From an optimization exercise on the open Yosys and OpenROAD flow, aimed at small area; shortcuts taken in it are not production practice. Only simulation tests tie the RTL to the original design; equivalence was not proved. Power and IR drop assume default switching activity.

==> branch sierra <==
==> flow/design.v (excerpt) <==
module opl2(
  clk,
  reset,
  opl2_we,
  opl2_data,
  opl2_adr,
  kon,
  channel_a,
  channel_b,
  sample_clk,
  sample_clk_128
  );
make LEC_CHECK=0 ABC_AREA=1 CAP_MARGIN=20 CORE_MARGIN=2 CORE_UTILIZATION=55 CTS_BUF_LIST=sky130_fd_sc_hd__clkbuf_16 CTS_CLUSTER_DIAMETER=100 CTS_CLUSTER_SIZE=24 PLACE_DENSITY=0.7 SLEW_MARGIN=20 finish   # period 15.0 ns
run.sh (not shown) runs the stock make flow with config.mk's settings and CLKGATE_MAP_FILE= SYNTH_SCRIPT=/design/flow/synth_recipe.tcl, a recipe that flattens the netlist after the stock synthesis.
==> inputs of branch delta, as changes to branch sierra <==
--- a/flow/design.v
+++ b/flow/design.v
@@ -577,32 +577,17 @@
       cntr <= cntr == 10'd813 ? 10'd0 : cntr + 1'b1;
       sample_clk_en <= cntr == 10'd0;
       sample_clk <= ~cntr[9];
       sample_clk_128 <= ~cntr[0];
     end
-  reg [7:0] m20 [0:17];
-  reg [7:0] m40 [0:17];
-  reg [7:0] m60 [0:17];
-  reg [7:0] m80 [0:17];
-  reg [1:0] me0 [0:17];
   reg [7:0] ma0 [0:8];
   reg [5:0] mb0 [0:8];
   reg [5:0] mc0 [0:8];
   reg [7:0] mbd;
   reg       m08;
   wire [7:0] wdata = reset ? 8'd0 : opl2_data;
   generate
-    for (i = 0; i < 18; i = i + 1) begin: mop
-      localparam [7:0] OFF = (i < 6) ? i : (i < 12) ? i + 2 : i + 4;
-      always @(posedge clk) begin
-        if (reset || (opl2_we && opl2_adr == 8'h20 + OFF)) m20[i] <= wdata;
-        if (reset || (opl2_we && opl2_adr == 8'h40 + OFF)) m40[i] <= wdata;
-        if (reset || (opl2_we && opl2_adr == 8'h60 + OFF)) m60[i] <= wdata;
-        if (reset || (opl2_we && opl2_adr == 8'h80 + OFF)) m80[i] <= wdata;
-        if (reset || (opl2_we && opl2_adr == 8'he0 + OFF)) me0[i] <= wdata[1:0];
-      end
-    end
     for (i = 0; i < 9; i = i + 1) begin: mch
       always @(posedge clk) begin
         if (reset || (opl2_we && opl2_adr == 8'ha0 + i)) ma0[i] <= wdata;
         if (reset || (opl2_we && opl2_adr == 8'hb0 + i)) mb0[i] <= wdata[5:0];
         if (reset || (opl2_we && opl2_adr == 8'hc0 + i)) mc0[i] <= wdata[5:0];
@@ -611,35 +596,20 @@
   endgenerate
   always @(posedge clk) begin
     if (reset || (opl2_we && opl2_adr == 8'hbd)) mbd <= wdata;
     if (reset || (opl2_we && opl2_adr == 8'h08)) m08 <= wdata[6];
   end
-  reg [7:0] s20 [0:17];
-  reg [7:0] s40 [0:17];
-  reg [7:0] s60 [0:17];
-  reg [7:0] s80 [0:17];
-  reg [1:0] se0 [0:17];
   reg [9:0] sfnum [0:8];
   reg [2:0] sblock [0:8];
   reg [8:0] scha;
   reg [8:0] schb;
   reg [2:0] sfb [0:8];
   reg [8:0] scnt;
   reg [7:0] sbd;
   reg       nts;
   reg [2:0] ch0_old;    
   generate
-    for (i = 0; i < 18; i = i + 1) begin: sop
-      always @(posedge clk)
-        if (sample_clk_en) begin
-          s20[i] <= m20[i];
-          s40[i] <= m40[i];
-          s60[i] <= m60[i];
-          s80[i] <= m80[i];
-          se0[i] <= me0[i];
-        end
-    end
     for (i = 0; i < 9; i = i + 1) begin: sch
       always @(posedge clk)
         if (sample_clk_en) begin
           sfnum[i] <= {mb0[i][1:0], ma0[i]};
           sblock[i] <= mb0[i][4:2];
@@ -692,10 +662,42 @@
         act <= 1'b0;
       vB <= act;
       if (fin)
         fresh <= 1'b0;
     end
+  reg [33:0] mr [0:17];
+  reg [33:0] sr [0:17];
+  wire [4:0] w_off = opl2_adr[4:0];
+  wire [4:0] w_op = w_off - {2'b00, w_off[4:3], 1'b0};
+  wire w_valid = opl2_we && (w_off[2:0] <= 3'd5) && (w_off[4:3] != 2'd3);
+  reg [4:0] w_fld;
+  always @ *
+    case (opl2_adr[7:5])
+    3'd1: w_fld = 5'b00001;
+    3'd2: w_fld = 5'b00010;
+    3'd3: w_fld = 5'b00100;
+    3'd4: w_fld = 5'b01000;
+    3'd7: w_fld = 5'b10000;
+    default: w_fld = 5'b00000;
+    endcase
+  wire [5:0] w_d = {1'b0, rpos} + 6'd1 - {1'b0, w_op};
+  wire [5:0] w_pos = w_d[5] ? w_d + 6'd18 : (w_d == 6'd18 ? 6'd0 : w_d);
+  generate
+    for (i = 0; i < 18; i = i + 1) begin: opring
+      localparam PREV = (i + 17) % 18;
+      wire hit = w_valid && w_pos == i;
+      wire [4:0] wen = {5{reset}} | ({5{hit}} & w_fld);
+      always @(posedge clk) begin
+        mr[i][7:0]   <= wen[0] ? wdata : mr[PREV][7:0];
+        mr[i][15:8]  <= wen[1] ? wdata : mr[PREV][15:8];
+        mr[i][23:16] <= wen[2] ? wdata : mr[PREV][23:16];
+        mr[i][31:24] <= wen[3] ? wdata : mr[PREV][31:24];
+        mr[i][33:32] <= wen[4] ? wdata[1:0] : mr[PREV][33:32];
+        sr[i] <= sample_clk_en ? mr[PREV] : sr[PREV];
+      end
+    end
+  endgenerate
   reg [13:0] tremolo_index;
   reg [12:0] vibrato_index;    
   reg [23:0] rand_num;
   always @(posedge clk)
     if (reset) begin
@@ -778,15 +780,15 @@
     5'd14: begin ch = 4'd8; is_mod = 1'b1; end
     5'd15: begin ch = 4'd6; is_mod = 1'b0; end
     5'd16: begin ch = 4'd7; is_mod = 1'b0; end
     default: begin ch = 4'd8; is_mod = 1'b0; end
     endcase
-  wire [7:0] p20 = s20[op];
-  wire [7:0] p40 = s40[op];
-  wire [7:0] p60 = s60[op];
-  wire [7:0] p80 = s80[op];
-  wire [1:0] ws = se0[op];
+  wire [7:0] p20 = sr[0][7:0];
+  wire [7:0] p40 = sr[0][15:8];
+  wire [7:0] p60 = sr[0][23:16];
+  wire [7:0] p80 = sr[0][31:24];
+  wire [1:0] ws = sr[0][33:32];
   wire am   = p20[7];
   wire vib  = p20[6];
   wire egt  = p20[5];
   wire ksr  = p20[4];
   wire [3:0] mult = p20[3:0];
@@ -968,11 +970,11 @@
   wire carrier_mod_off = cnt_c || (ryt && (op == 5'd16 || op == 5'd17));
   wire [12:0] modulation = use_feedback ? feedback_result :
    (!is_mod && !carrier_mod_off) ? r_out[3] : 13'd0;
   wire rhythmic = op_hh || op_sd || op_tc;
   wire [19:0] pa_sum = pa0 + phase_inc;
-  wire [9:0] fp_base = rhythmic ? rhythm_phase[19:10] + phase_inc[19:10] : pa_sum[19:10];
+  wire [9:0] fp_base = (rhythmic ? rhythm_phase[19:10] : pa_sum[19:10]) + (rhythmic ? phase_inc[19:10] : 10'd0);
   wire [19:0] pa1 = kon_new ? 20'd0 : pa_sum;
   wire [9:0] final_phase_hi = kon_new ? 10'd0 : fp_base + modulation[9:0];
   reg [6:0] rom_out;
   always @ *
     case (fnum >> 6)
@@ -1019,20 +1021,16 @@
   wire cha_c = (ch == 4'd0) ? ch0_old[2] : scha[ch];
   wire chb_c = (ch == 4'd0) ? ch0_old[1] : schb[ch];
   wire signed [17:0] out_old_ext = fb1_s;
   reg signed [17:0] acc_a;
   reg signed [17:0] acc_b;
-  always @(posedge clk)
-    if (start) begin
-      acc_a <= 0;
-      acc_b <= 0;
-    end else if (act) begin
-      if (incl && cha_c)
-        acc_a <= acc_a + out_old_ext;
-      if (incl && chb_c)
-        acc_b <= acc_b + out_old_ext;
-    end
+  wire signed [17:0] add_a = (act && incl && cha_c) ? out_old_ext : 18'sd0;
+  wire signed [17:0] add_b = (act && incl && chb_c) ? out_old_ext : 18'sd0;
+  always @(posedge clk) begin
+    acc_a <= (start ? 18'sd0 : acc_a) + add_a;
+    acc_b <= (start ? 18'sd0 : acc_b) + add_b;
+  end
   always @(posedge clk)
     if (sample_clk_en) begin
       if (acc_a > 2**15 - 1)
         channel_a <= 2**15 - 1;
       else if (acc_a < -2**15)
CTS_CLUSTER_SIZE = 30   (was 24)
==> inputs of branch tundra, as changes to branch sierra <==
--- a/flow/design.v
+++ b/flow/design.v
@@ -577,32 +577,17 @@
       cntr <= cntr == 10'd813 ? 10'd0 : cntr + 1'b1;
       sample_clk_en <= cntr == 10'd0;
       sample_clk <= ~cntr[9];
       sample_clk_128 <= ~cntr[0];
     end
-  reg [7:0] m20 [0:17];
-  reg [7:0] m40 [0:17];
-  reg [7:0] m60 [0:17];
-  reg [7:0] m80 [0:17];
-  reg [1:0] me0 [0:17];
   reg [7:0] ma0 [0:8];
   reg [5:0] mb0 [0:8];
   reg [5:0] mc0 [0:8];
   reg [7:0] mbd;
   reg       m08;
   wire [7:0] wdata = reset ? 8'd0 : opl2_data;
   generate
-    for (i = 0; i < 18; i = i + 1) begin: mop
-      localparam [7:0] OFF = (i < 6) ? i : (i < 12) ? i + 2 : i + 4;
-      always @(posedge clk) begin
-        if (reset || (opl2_we && opl2_adr == 8'h20 + OFF)) m20[i] <= wdata;
-        if (reset || (opl2_we && opl2_adr == 8'h40 + OFF)) m40[i] <= wdata;
-        if (reset || (opl2_we && opl2_adr == 8'h60 + OFF)) m60[i] <= wdata;
-        if (reset || (opl2_we && opl2_adr == 8'h80 + OFF)) m80[i] <= wdata;
-        if (reset || (opl2_we && opl2_adr == 8'he0 + OFF)) me0[i] <= wdata[1:0];
-      end
-    end
     for (i = 0; i < 9; i = i + 1) begin: mch
       always @(posedge clk) begin
         if (reset || (opl2_we && opl2_adr == 8'ha0 + i)) ma0[i] <= wdata;
         if (reset || (opl2_we && opl2_adr == 8'hb0 + i)) mb0[i] <= wdata[5:0];
         if (reset || (opl2_we && opl2_adr == 8'hc0 + i)) mc0[i] <= wdata[5:0];
@@ -611,35 +596,20 @@
   endgenerate
   always @(posedge clk) begin
     if (reset || (opl2_we && opl2_adr == 8'hbd)) mbd <= wdata;
     if (reset || (opl2_we && opl2_adr == 8'h08)) m08 <= wdata[6];
   end
-  reg [7:0] s20 [0:17];
-  reg [7:0] s40 [0:17];
-  reg [7:0] s60 [0:17];
-  reg [7:0] s80 [0:17];
-  reg [1:0] se0 [0:17];
   reg [9:0] sfnum [0:8];
   reg [2:0] sblock [0:8];
   reg [8:0] scha;
   reg [8:0] schb;
   reg [2:0] sfb [0:8];
   reg [8:0] scnt;
   reg [7:0] sbd;
   reg       nts;
   reg [2:0] ch0_old;    
   generate
-    for (i = 0; i < 18; i = i + 1) begin: sop
-      always @(posedge clk)
-        if (sample_clk_en) begin
-          s20[i] <= m20[i];
-          s40[i] <= m40[i];
-          s60[i] <= m60[i];
-          s80[i] <= m80[i];
-          se0[i] <= me0[i];
-        end
-    end
     for (i = 0; i < 9; i = i + 1) begin: sch
       always @(posedge clk)
         if (sample_clk_en) begin
           sfnum[i] <= {mb0[i][1:0], ma0[i]};
           sblock[i] <= mb0[i][4:2];
@@ -692,10 +662,42 @@
         act <= 1'b0;
       vB <= act;
       if (fin)
         fresh <= 1'b0;
     end
+  reg [33:0] mr [0:17];
+  reg [33:0] sr [0:17];
+  wire [4:0] w_off = opl2_adr[4:0];
+  wire [4:0] w_op = w_off - {2'b00, w_off[4:3], 1'b0};
+  wire w_valid = opl2_we && (w_off[2:0] <= 3'd5) && (w_off[4:3] != 2'd3);
+  reg [4:0] w_fld;
+  always @ *
+    case (opl2_adr[7:5])
+    3'd1: w_fld = 5'b00001;
+    3'd2: w_fld = 5'b00010;
+    3'd3: w_fld = 5'b00100;
+    3'd4: w_fld = 5'b01000;
+    3'd7: w_fld = 5'b10000;
+    default: w_fld = 5'b00000;
+    endcase
+  wire [5:0] w_d = {1'b0, rpos} + 6'd1 - {1'b0, w_op};
+  wire [5:0] w_pos = w_d[5] ? w_d + 6'd18 : (w_d == 6'd18 ? 6'd0 : w_d);
+  generate
+    for (i = 0; i < 18; i = i + 1) begin: opring
+      localparam PREV = (i + 17) % 18;
+      wire hit = w_valid && w_pos == i;
+      wire [4:0] wen = {5{reset}} | ({5{hit}} & w_fld);
+      always @(posedge clk) begin
+        mr[i][7:0]   <= wen[0] ? wdata : mr[PREV][7:0];
+        mr[i][15:8]  <= wen[1] ? wdata : mr[PREV][15:8];
+        mr[i][23:16] <= wen[2] ? wdata : mr[PREV][23:16];
+        mr[i][31:24] <= wen[3] ? wdata : mr[PREV][31:24];
+        mr[i][33:32] <= wen[4] ? wdata[1:0] : mr[PREV][33:32];
+        sr[i] <= sample_clk_en ? mr[PREV] : sr[PREV];
+      end
+    end
+  endgenerate
   reg [13:0] tremolo_index;
   reg [12:0] vibrato_index;    
   reg [23:0] rand_num;
   always @(posedge clk)
     if (reset) begin
@@ -778,15 +780,15 @@
     5'd14: begin ch = 4'd8; is_mod = 1'b1; end
     5'd15: begin ch = 4'd6; is_mod = 1'b0; end
     5'd16: begin ch = 4'd7; is_mod = 1'b0; end
     default: begin ch = 4'd8; is_mod = 1'b0; end
     endcase
-  wire [7:0] p20 = s20[op];
-  wire [7:0] p40 = s40[op];
-  wire [7:0] p60 = s60[op];
-  wire [7:0] p80 = s80[op];
-  wire [1:0] ws = se0[op];
+  wire [7:0] p20 = sr[0][7:0];
+  wire [7:0] p40 = sr[0][15:8];
+  wire [7:0] p60 = sr[0][23:16];
+  wire [7:0] p80 = sr[0][31:24];
+  wire [1:0] ws = sr[0][33:32];
   wire am   = p20[7];
   wire vib  = p20[6];
   wire egt  = p20[5];
   wire ksr  = p20[4];
   wire [3:0] mult = p20[3:0];
@@ -968,11 +970,11 @@
   wire carrier_mod_off = cnt_c || (ryt && (op == 5'd16 || op == 5'd17));
   wire [12:0] modulation = use_feedback ? feedback_result :
    (!is_mod && !carrier_mod_off) ? r_out[3] : 13'd0;
   wire rhythmic = op_hh || op_sd || op_tc;
   wire [19:0] pa_sum = pa0 + phase_inc;
-  wire [9:0] fp_base = rhythmic ? rhythm_phase[19:10] + phase_inc[19:10] : pa_sum[19:10];
+  wire [9:0] fp_base = (rhythmic ? rhythm_phase[19:10] : pa_sum[19:10]) + (rhythmic ? phase_inc[19:10] : 10'd0);
   wire [19:0] pa1 = kon_new ? 20'd0 : pa_sum;
   wire [9:0] final_phase_hi = kon_new ? 10'd0 : fp_base + modulation[9:0];
   reg [6:0] rom_out;
   always @ *
     case (fnum >> 6)
@@ -1019,20 +1021,16 @@
   wire cha_c = (ch == 4'd0) ? ch0_old[2] : scha[ch];
   wire chb_c = (ch == 4'd0) ? ch0_old[1] : schb[ch];
   wire signed [17:0] out_old_ext = fb1_s;
   reg signed [17:0] acc_a;
   reg signed [17:0] acc_b;
-  always @(posedge clk)
-    if (start) begin
-      acc_a <= 0;
-      acc_b <= 0;
-    end else if (act) begin
-      if (incl && cha_c)
-        acc_a <= acc_a + out_old_ext;
-      if (incl && chb_c)
-        acc_b <= acc_b + out_old_ext;
-    end
+  wire signed [17:0] add_a = (act && incl && cha_c) ? out_old_ext : 18'sd0;
+  wire signed [17:0] add_b = (act && incl && chb_c) ? out_old_ext : 18'sd0;
+  always @(posedge clk) begin
+    acc_a <= (start ? 18'sd0 : acc_a) + add_a;
+    acc_b <= (start ? 18'sd0 : acc_b) + add_b;
+  end
   always @(posedge clk)
     if (sample_clk_en) begin
       if (acc_a > 2**15 - 1)
         channel_a <= 2**15 - 1;
       else if (acc_a < -2**15)
CORE_UTILIZATION = 65   (was 55)
CTS_CLUSTER_SIZE = 27   (was 24)
PLACE_DENSITY = 0.75   (was 0.7)
==> summary of the runs <==
- Branch delta finished clean. Branch tundra ran to the end with no violations. Branch sierra went through all stages and came out clean.
- In area after synthesis, branch tundra and branch delta do not differ.
- The lowest core utilization belongs to branch delta, the highest to branch tundra.
- Of branch delta and branch tundra, branch tundra has the higher total power (gap 1.4%, measured against branch tundra).
- Routed wire length is about the same in branch tundra and branch delta.
- Between branch tundra and branch sierra, the lower non-clock buffer count is in branch tundra (gap 68).
- The highest clock skew belongs to branch tundra, the lowest to branch delta.

port drivers added, routing unchanged:
The flow's constraints put no driver on any port. The routed layouts listed below were extracted and timed again, unchanged, in two steps. Step 1 assumes that a clkbuf_16 drives the clock port and a buf_2 every other input. Step 2 times the ports against the registers' clock, not the clock port: input delays grow and output delays shrink by t, the midpoint of the rising clock arrivals with the driver on. a / b / c = ideal ports / drivers / drivers and shift; a / b = the first two.
| run | t, ns | setup slack, ns | worst hold slack (ns) |
|---|---|---|---|
| branch sierra | 0.905 | 1.213 / 1.213 / 1.213 | 0.305 / 0.305 / 0.305 |
| branch delta | 0.902 | 1.920 / 1.920 / 1.920 | 0.325 / 0.325 / 0.325 |
| branch tundra | 0.871 | 1.711 / 1.711 / 1.711 | 0.305 / 0.305 / 0.305 |
After both steps every run listed still meets setup and hold.
